This is an optimization exercise on Yosys and OpenROAD, whose aim is small area, not a production implementation. The RTL was checked by simulation tests, not by an equivalence proof against the original design. The flow treats the clock pin as an ideal source, which a real chip does not have. Power figures rest on the tool's default switching activity, not on a simulated workload.

Setup of job 101:
==> flow/design.v <==
module VGA
#(
	parameter HS_Tpw640_480 = 16'd95,
	parameter HS_Ts640_480 = 16'd799,
	parameter VS_Tpw640_480 = 16'd1,
	parameter VS_Ts640_480 = 16'd524,
	parameter HS_Tbp640_480 = 16'd48,
	parameter HS_Tfp640_480 = 16'd17,
	parameter VS_Tbp640_480 = 16'd33,
	parameter VS_Tfp640_480 = 16'd11,
	parameter HS_Tpw800_600 = 16'd119,
	parameter HS_Ts800_600 = 16'd1039,
	parameter VS_Tpw800_600 = 16'd5,
	parameter VS_Ts800_600 = 16'd665,
	parameter HS_Tbp800_600 = 16'd64,
	parameter HS_Tfp800_600 = 16'd57,
	parameter VS_Tbp800_600 = 16'd23,
	parameter VS_Tfp800_600 = 16'd38
)
(
	input clk,
	input rst_n,
	input sw,
	output [5:0] VGA_B,
	output [5:0] VGA_G,
	output [5:0] VGA_R,
	output VGA_HS,
	output VGA_VS
);
reg [7:0] as;
reg [4:0] amx;   
wire [4:0] am = amx ^ 5'd24;
reg [4:0] avs;   
reg [4:0] avmx;  
wire [4:0] avm = avmx ^ 5'd24;
wire first = avm[4] && avm[3];
wire a_f    = as[7] ^ (~as[4] & (as[5] | as[6]));
wire a_end  = (as & 8'd59) == 8'd0;      
wire a_s71  = (as & 8'd231) == 8'd65;    
wire a_s135 = (as & 8'd251) == 8'd137;   
wire a_first = (as & 8'd85) == 8'd0 || (as & 8'd170) == 8'd0;   
wire a_ev   = a_s71 && am[4] && !am[1] && !am[0];   
wire a_hson = a_s135 && am[4] && am[1] && !am[0];  
wire av_wrap = avm[4] && avm[0] && avs[2] && avs[0];   
wire [15:0] av_g = 16'h8FBF;
wire av_f = avs[4] ^ av_g[avs[3:0]] ^ av_wrap;
wire avs_end = avs[4] && !avs[3] && avs[2] && avs[0];   
always @(posedge clk, negedge rst_n)
	if (!rst_n) begin
		as <= 8'd133;   
		amx <= 5'd0;    
		avs <= 5'd24;   
		avmx <= 5'd0;   
	end
	else begin
		as <= {as[6:0], a_f};
		if (a_end)
			amx <= ((am[4] && am[1] && am[0]) ? 5'd0 : am + 5'd1) ^ 5'd24;   
		else if (a_ev)
			amx <= (am | 5'd8) ^ 5'd24;    
		else if (a_hson)
			amx <= (am & 5'd23) ^ 5'd24;   
		if (a_ev) begin
			avs <= {avs[3:0], av_f};
			if (av_wrap)
				avmx <= 5'd24;
			else if (avs_end)
				avmx <= (avm + 5'd1) ^ 5'd24;
			else if (first)
				avmx <= 5'd16 ^ 5'd24;
		end
	end
wire ahw = !am[4] ^ (am[3:0] == 4'd0 && a_first);
wire a_on = ahw && !avm[4];
wire [3:0] a_r = am[4] ? 4'd0 : am[3:0];
wire ahsync = !(am[4] && am[3]);
wire [3:0] a_g = a_on ? avm[3:0] : 4'd0;
wire a_vs = !first && !(avm[4] && !avm[0] && avs[3:0] == 4'b0000);   
reg [6:0] bs;
reg [4:0] bmx;   
reg [5:0] bvsx;  
reg [4:0] bvmx;  
wire [4:0] bm = bmx ^ 5'd25;
wire [5:0] bvs = bvsx ^ 6'd36;
wire [4:0] bvm = bvmx ^ 5'd16;
wire b_short = bm[4] & bm[2];                       
wire b_s79  = (bs & 7'd79) == 7'd79;     
wire b_jump = b_short & b_s79;
wire b_f    = bs[6] ^ (~bs[0] | (bs[3] & ~bs[5])) ^ b_jump;
wire b_end  = (bs & 7'd119) == 7'd7;     
wire b_s15  = (bs & 7'd127) == 7'd85;    
wire b_s55  = (bs & 7'd111) == 7'd102;   
wire b_first = (bs & 7'd31) == 7'd31;    
wire b_ev   = b_s15 && bm[4] && !bm[1] && bm[0];   
wire b_hson = b_s55 && bm[4] && bm[1] && bm[0];    
wire bvs_end = bvs[5] && bvs[2] && (bvs[0] == bvm[0]);   
wire bv_wrap = bvm[4] && bvm[0] && bvs[4] && bvs[3] && bvs[2];   
always @(posedge clk, negedge rst_n)
	if (!rst_n) begin
		bs <= 7'd21;    
		bmx <= 5'd0;    
		bvsx <= 6'd0;   
		bvmx <= 5'd0;   
	end
	else begin
		bs <= {bs[5:0], b_f};
		if (b_jump)
			bmx <= 5'd25;
		else if (b_end)
			bmx <= (bm + 5'd1) ^ 5'd25;
		else if (b_ev)
			bmx <= (bm | 5'd8) ^ 5'd25;    
		else if (b_hson)
			bmx <= (bm & 5'd23) ^ 5'd25;   
		if (b_ev) begin
			if (bv_wrap) begin
				bvsx <= 6'd36;
				bvmx <= 5'd16;
			end
			else if (bvs_end) begin
				bvsx <= 6'd36;
				bvmx <= (bvm + 5'd1) ^ 5'd16;
			end
			else
				bvsx <= (bvs + 6'd1) ^ 6'd36;
		end
	end
wire bhw = !bm[4] ^ (bm[3:0] == 4'd0 && b_first);
wire b_on = bhw && !bvm[4];
wire [3:0] b_r = bm[4] ? 4'd0 : bm[3:0];
wire bhsync = !(bm[4] && bm[3]);
wire [3:0] b_g = b_on ? bvm[3:0] : 4'd0;
wire b_vs = !first && !(bvm[4] && bvm[0] && !bvs[4] && !bvs[3] && !(bvs[2] && bvs[1]));   
assign VGA_R = {2'b00, sw ? b_r : a_r};
assign VGA_G = {2'b00, sw ? b_g : a_g};
assign VGA_B = {3'b000, sw ? b_on : a_on, 2'b00};
assign VGA_HS = sw ? bhsync : ahsync;
assign VGA_VS = sw ? b_vs : a_vs;
endmodule
export LEC_CHECK = 0
export CAP_MARGIN = 20
export CORE_MARGIN = 2
export CORE_UTILIZATION = 40
export PLACE_DENSITY = 0.9
export SLEW_MARGIN = 20
create_clock -name core_clock -period 10.0 [get_ports {clk}]
standard.sh (not shown) runs the stock make flow with config.mk's settings and CLKGATE_MAP_FILE= SYNTH_SCRIPT=/design/flow/synth_recipe.tcl, a recipe that flattens the netlist after the stock synthesis.
==> flow/flow/run.sh <==
#!/bin/bash
# Own layout flow:
#  1. the standard synthesis (standard.sh synth);
#  2. the logic between its registers re-mapped by Yosys/ABC for area, every
#     register kept as the standard synthesis made it (same cells, same names);
#     the logic is rebuilt from the standard netlist's cells and re-mapped
#     eight ways (ABC deepsyn with four seeds, with and without dc2); the
#     smallest result is kept (resyn_choice.log).
#  3. the standard layout of that netlist, with port buffers of the
#     smallest buffer, one tie cell for all constant outputs, and the clock
#     net split into four groups of flip-flops by position, each driven by
#     one clock buffer (flow/clktree.tcl, run before CTS, which then has no
#     clock net left to buffer).
# Each tool's output goes to a log file in this folder.
set -euo pipefail
W=$PWD
R=$W/orfs/results/$FLOW_PLATFORM/VGA/base
LIB=$FLOW_HOME/platforms/$FLOW_PLATFORM/lib/sky130_fd_sc_hd__tt_025C_1v80.lib

bash standard.sh synth > std_synth.log 2>&1

python3 flow/mkcells.py $LIB $W/cells_comb.v $W/abc_dont_use.txt > mkcells.log 2>&1
cp $R/1_2_yosys.v $W/std_netlist.v
# Eight ABC runs (four random seeds, each with and without dc2 before
# mapping), four at a time; the smallest netlist is kept.
resyn() {
  local S=$1 PRE=$2 I=$1$2
  cat > $W/resyn_$I.ys <<Y
read_liberty -lib $LIB
read_verilog -overwrite $W/cells_comb.v
read_verilog $W/std_netlist.v
hierarchy -top $FLOW_TOP
flatten
techmap
opt -purge
abc -liberty $LIB $(cat $W/abc_dont_use.txt) -script "+strash;&get,-n;&deepsyn,-T,30,-S,$S;&put;$PRE;dch,-f;amap;topo"
rename -hide w:*.*
opt_clean -purge
hilomap -singleton -hicell sky130_fd_sc_hd__conb_1 HI -locell sky130_fd_sc_hd__conb_1 LO
splitnets
opt_clean -purge
tee -o $W/resyn_$I.area stat -liberty $LIB
write_verilog -noattr -noexpr -nohex -nodec $W/resyn_$I.v
Y
  yosys -l $W/resyn_$I.log -q $W/resyn_$I.ys > /dev/null 2>&1
}
for PRE in strash dc2; do
  for S in 0 1 2 3; do resyn $S $PRE & done
  wait
done
BEST=$(for f in $W/resyn_*.area; do echo "$(grep 'Chip area' $f | awk '{print $NF}') $(basename $f .area)"; done | sort -g | head -1 | awk '{print $2}')
for f in $W/resyn_*.area; do echo "$(basename $f .area): $(grep 'Chip area' $f | awk '{print $NF}')"; done > resyn_choice.log
echo "kept: $BEST" >> resyn_choice.log
cp $W/$BEST.v $R/1_2_yosys.v
touch $R/1_2_yosys.v

export PRE_CTS_TCL=$W/flow/clktree.tcl CLK_GROUPS=3 CLK_BUF=sky130_fd_sc_hd__clkbuf_8
export SKIP_REPAIR_TIE_FANOUT=1
export BUFFER_PORTS_ARGS="-buffer_cell sky130_fd_sc_hd__buf_1"
bash standard.sh > std_layout.log 2>&1
==> flow/flow/clktree.tcl <==
# Clock distribution: the flip-flops are split into NCLK groups by position
# (k-means), each group driven by one clock buffer placed at its centre; the
# buffers' inputs hang directly on the clock port's net.
proc clk_groups {} {
  set k $::env(CLK_GROUPS)
  set cell $::env(CLK_BUF)
  set net [get_nets clk]
  set pins {}
  foreach p [get_pins -of_objects $net] {
    if {[get_property $p direction] eq "input"} { lappend pins $p }
  }
  set pts {}
  foreach p $pins {
    set inst [[sta::sta_to_db_pin $p] getInst]
    set bb [$inst getBBox]
    lappend pts [list [expr {([$bb xMin]+[$bb xMax])/2.0}] [expr {([$bb yMin]+[$bb yMax])/2.0}]]
  }
  set n [llength $pts]
  # init centres: spread along sorted x+y
  set order [lsort -real -indices [lmap q $pts {expr {[lindex $q 0]+[lindex $q 1]}}]]
  set cs {}
  for {set i 0} {$i < $k} {incr i} { lappend cs [lindex $pts [lindex $order [expr {int(($i+0.5)*$n/$k)}]]] }
  for {set it 0} {$it < 50} {incr it} {
    set asg {}
    foreach q $pts {
      set best 0; set bd 1e30
      for {set i 0} {$i < $k} {incr i} {
        set c [lindex $cs $i]
        set d [expr {abs([lindex $q 0]-[lindex $c 0]) + abs([lindex $q 1]-[lindex $c 1])}]
        if {$d < $bd} { set bd $d; set best $i }
      }
      lappend asg $best
    }
    set ncs {}
    for {set i 0} {$i < $k} {incr i} {
      set sx 0; set sy 0; set m 0
      foreach q $pts a $asg { if {$a == $i} { set sx [expr {$sx+[lindex $q 0]}]; set sy [expr {$sy+[lindex $q 1]}]; incr m } }
      if {$m > 0} { lappend ncs [list [expr {$sx/$m}] [expr {$sy/$m}]] } else { lappend ncs [lindex $cs $i] }
    }
    set cs $ncs
  }
  set dbu [[ord::get_db_block] getDbUnitsPerMicron]
  for {set i 0} {$i < $k} {incr i} {
    set g {}
    foreach p $pins a $asg { if {$a == $i} { lappend g $p } }
    if {[llength $g] == 0} continue
    set c [lindex $cs $i]
    insert_buffer -buffer_cell $cell -net clk -load_pins $g -location [list [expr {[lindex $c 0]/$dbu}] [expr {[lindex $c 1]/$dbu}]] -buffer_name clkbuf_g$i -net_name clknet_g$i
    puts "clock group $i: [llength $g] flip-flops"
  }
}
clk_groups
Other scripts of this flow, unchanged in this note and not shown: flow/flow/mkcells.py
Job 101: all stages complete, timing, DRC and antenna checks passed
Input changes introduced in job 102 (baseline for comparison: job 101):
--- a/flow/flow/run.sh
+++ b/flow/flow/run.sh
@@ -56,3 +56,3 @@
 
-export PRE_CTS_TCL=$W/flow/clktree.tcl CLK_GROUPS=3 CLK_BUF=sky130_fd_sc_hd__clkbuf_8
+export PRE_CTS_TCL=$W/flow/clktree.tcl CLK_GROUPS=4 CLK_BUF=sky130_fd_sc_hd__clkbuf_8
 export SKIP_REPAIR_TIE_FANOUT=1
--- a/flow/config.mk
+++ b/flow/config.mk
@@ -10,3 +10,2 @@
 export CORE_UTILIZATION = 40
-export PLACE_DENSITY = 0.9
 export SLEW_MARGIN = 20
[summary]
In job 102 relative to job 101, routability congestion estimate had gone down by more than 10%.
First-iteration DRC count improves in job 102 relative to job 101.
Required time of the critical path: job 101 vs job 102, no meaningful difference
The higher source-to-sink clock delay at the later pin of the worst-skew pair came out of job 101.
The final reports for job 102 and job 101 show total power higher in the former.
Job 102 was carried through to the last stage, and its layout satisfied the timing, DRC and antenna checks.
Both conditions hold for job 101: the flow ran to the end and the final layout passed the timing, DRC and antenna checks.
Against job 101, job 102 reports a clock skew after layout that is lower.
Here is what was changed in the inputs of job 103 compared with job 102.
--- a/flow/flow/run.sh
+++ b/flow/flow/run.sh
@@ -56,3 +56,3 @@
 
-export PRE_CTS_TCL=$W/flow/clktree.tcl CLK_GROUPS=4 CLK_BUF=sky130_fd_sc_hd__clkbuf_8
+export PRE_CTS_TCL=$W/flow/clktree.tcl CLK_GROUPS=3 CLK_BUF=sky130_fd_sc_hd__clkbuf_8
 export SKIP_REPAIR_TIE_FANOUT=1
Findings:
Fraction of area in multi-input gates, job 103 and job 102: higher on job 103
Delta (job 103 minus job 102): global-route usage stayed essentially flat; fraction of power consumed by the clock network fell by 2.0 points; via-per-instance ratio rose by about 0.46%; synthesis-to-layout area growth fell by 0.68 points; count of nets after finishing fell by 1.
[inputs] job 104 vs job 103
--- a/flow/flow/run.sh
+++ b/flow/flow/run.sh
@@ -10,3 +10,3 @@
 #     smallest buffer, one tie cell for all constant outputs, and the clock
-#     net split into four groups of flip-flops by position, each driven by
+#     net split into three groups of flip-flops by position, each driven by
 #     one clock buffer (flow/clktree.tcl, run before CTS, which then has no
--- a/flow/config.mk
+++ b/flow/config.mk
@@ -10,2 +10,3 @@
 export CORE_UTILIZATION = 40
+export PLACE_DENSITY = 0.9
 export SLEW_MARGIN = 20
Job 104 ended with more tightest hold margin than job 103. Re detailed-route DRC error count: no difference whatsoever between job 103 and job 104. Number of instances on the worst hold path: job 103 vs job 104, no meaningful difference. Every run in the comparison, job 104 and job 103, completed the flow with a clean layout. Summary of the comparison: met1 layer usage reported by global route is lower in job 104, relative to job 103. Sort job 104 and job 103 by relative max-transition margin, descending, and job 104 comes first.

[port drivers added, routing unchanged]
The results above use ideal ports. As a check the final layouts listed here were re-extracted and re-timed, cells and wires unchanged.
Step 1, drivers: a clkbuf_16 drives clk and a buf_2 each remaining input, both assumed.
Step 2 moves the port delays by t, midway between the first and last clock arrival at a register: inputs arrive t later, outputs are due t later. That takes back most of the time a late clock gives input paths.
a / b / c = no drivers / after step 1 / after step 2; a / b = the first two.
| run | shift t [ns] | slack for setup (ns) | latest minus earliest clock arrival (ns) |
|---|---|---|---|
| job 101 | 0.198 | 4.865 / 4.833 / 4.833 | 0.026 / 0.027 |
| job 102 | 0.193 | 4.957 / 4.927 / 4.927 | 0.011 / 0.012 |
| job 103 | 0.203 | 4.933 / 4.902 / 4.902 | 0.029 / 0.029 |
| job 104 | 0.198 | 4.865 / 4.833 / 4.833 | 0.026 / 0.027 |
After both steps every run listed still meets setup and hold.
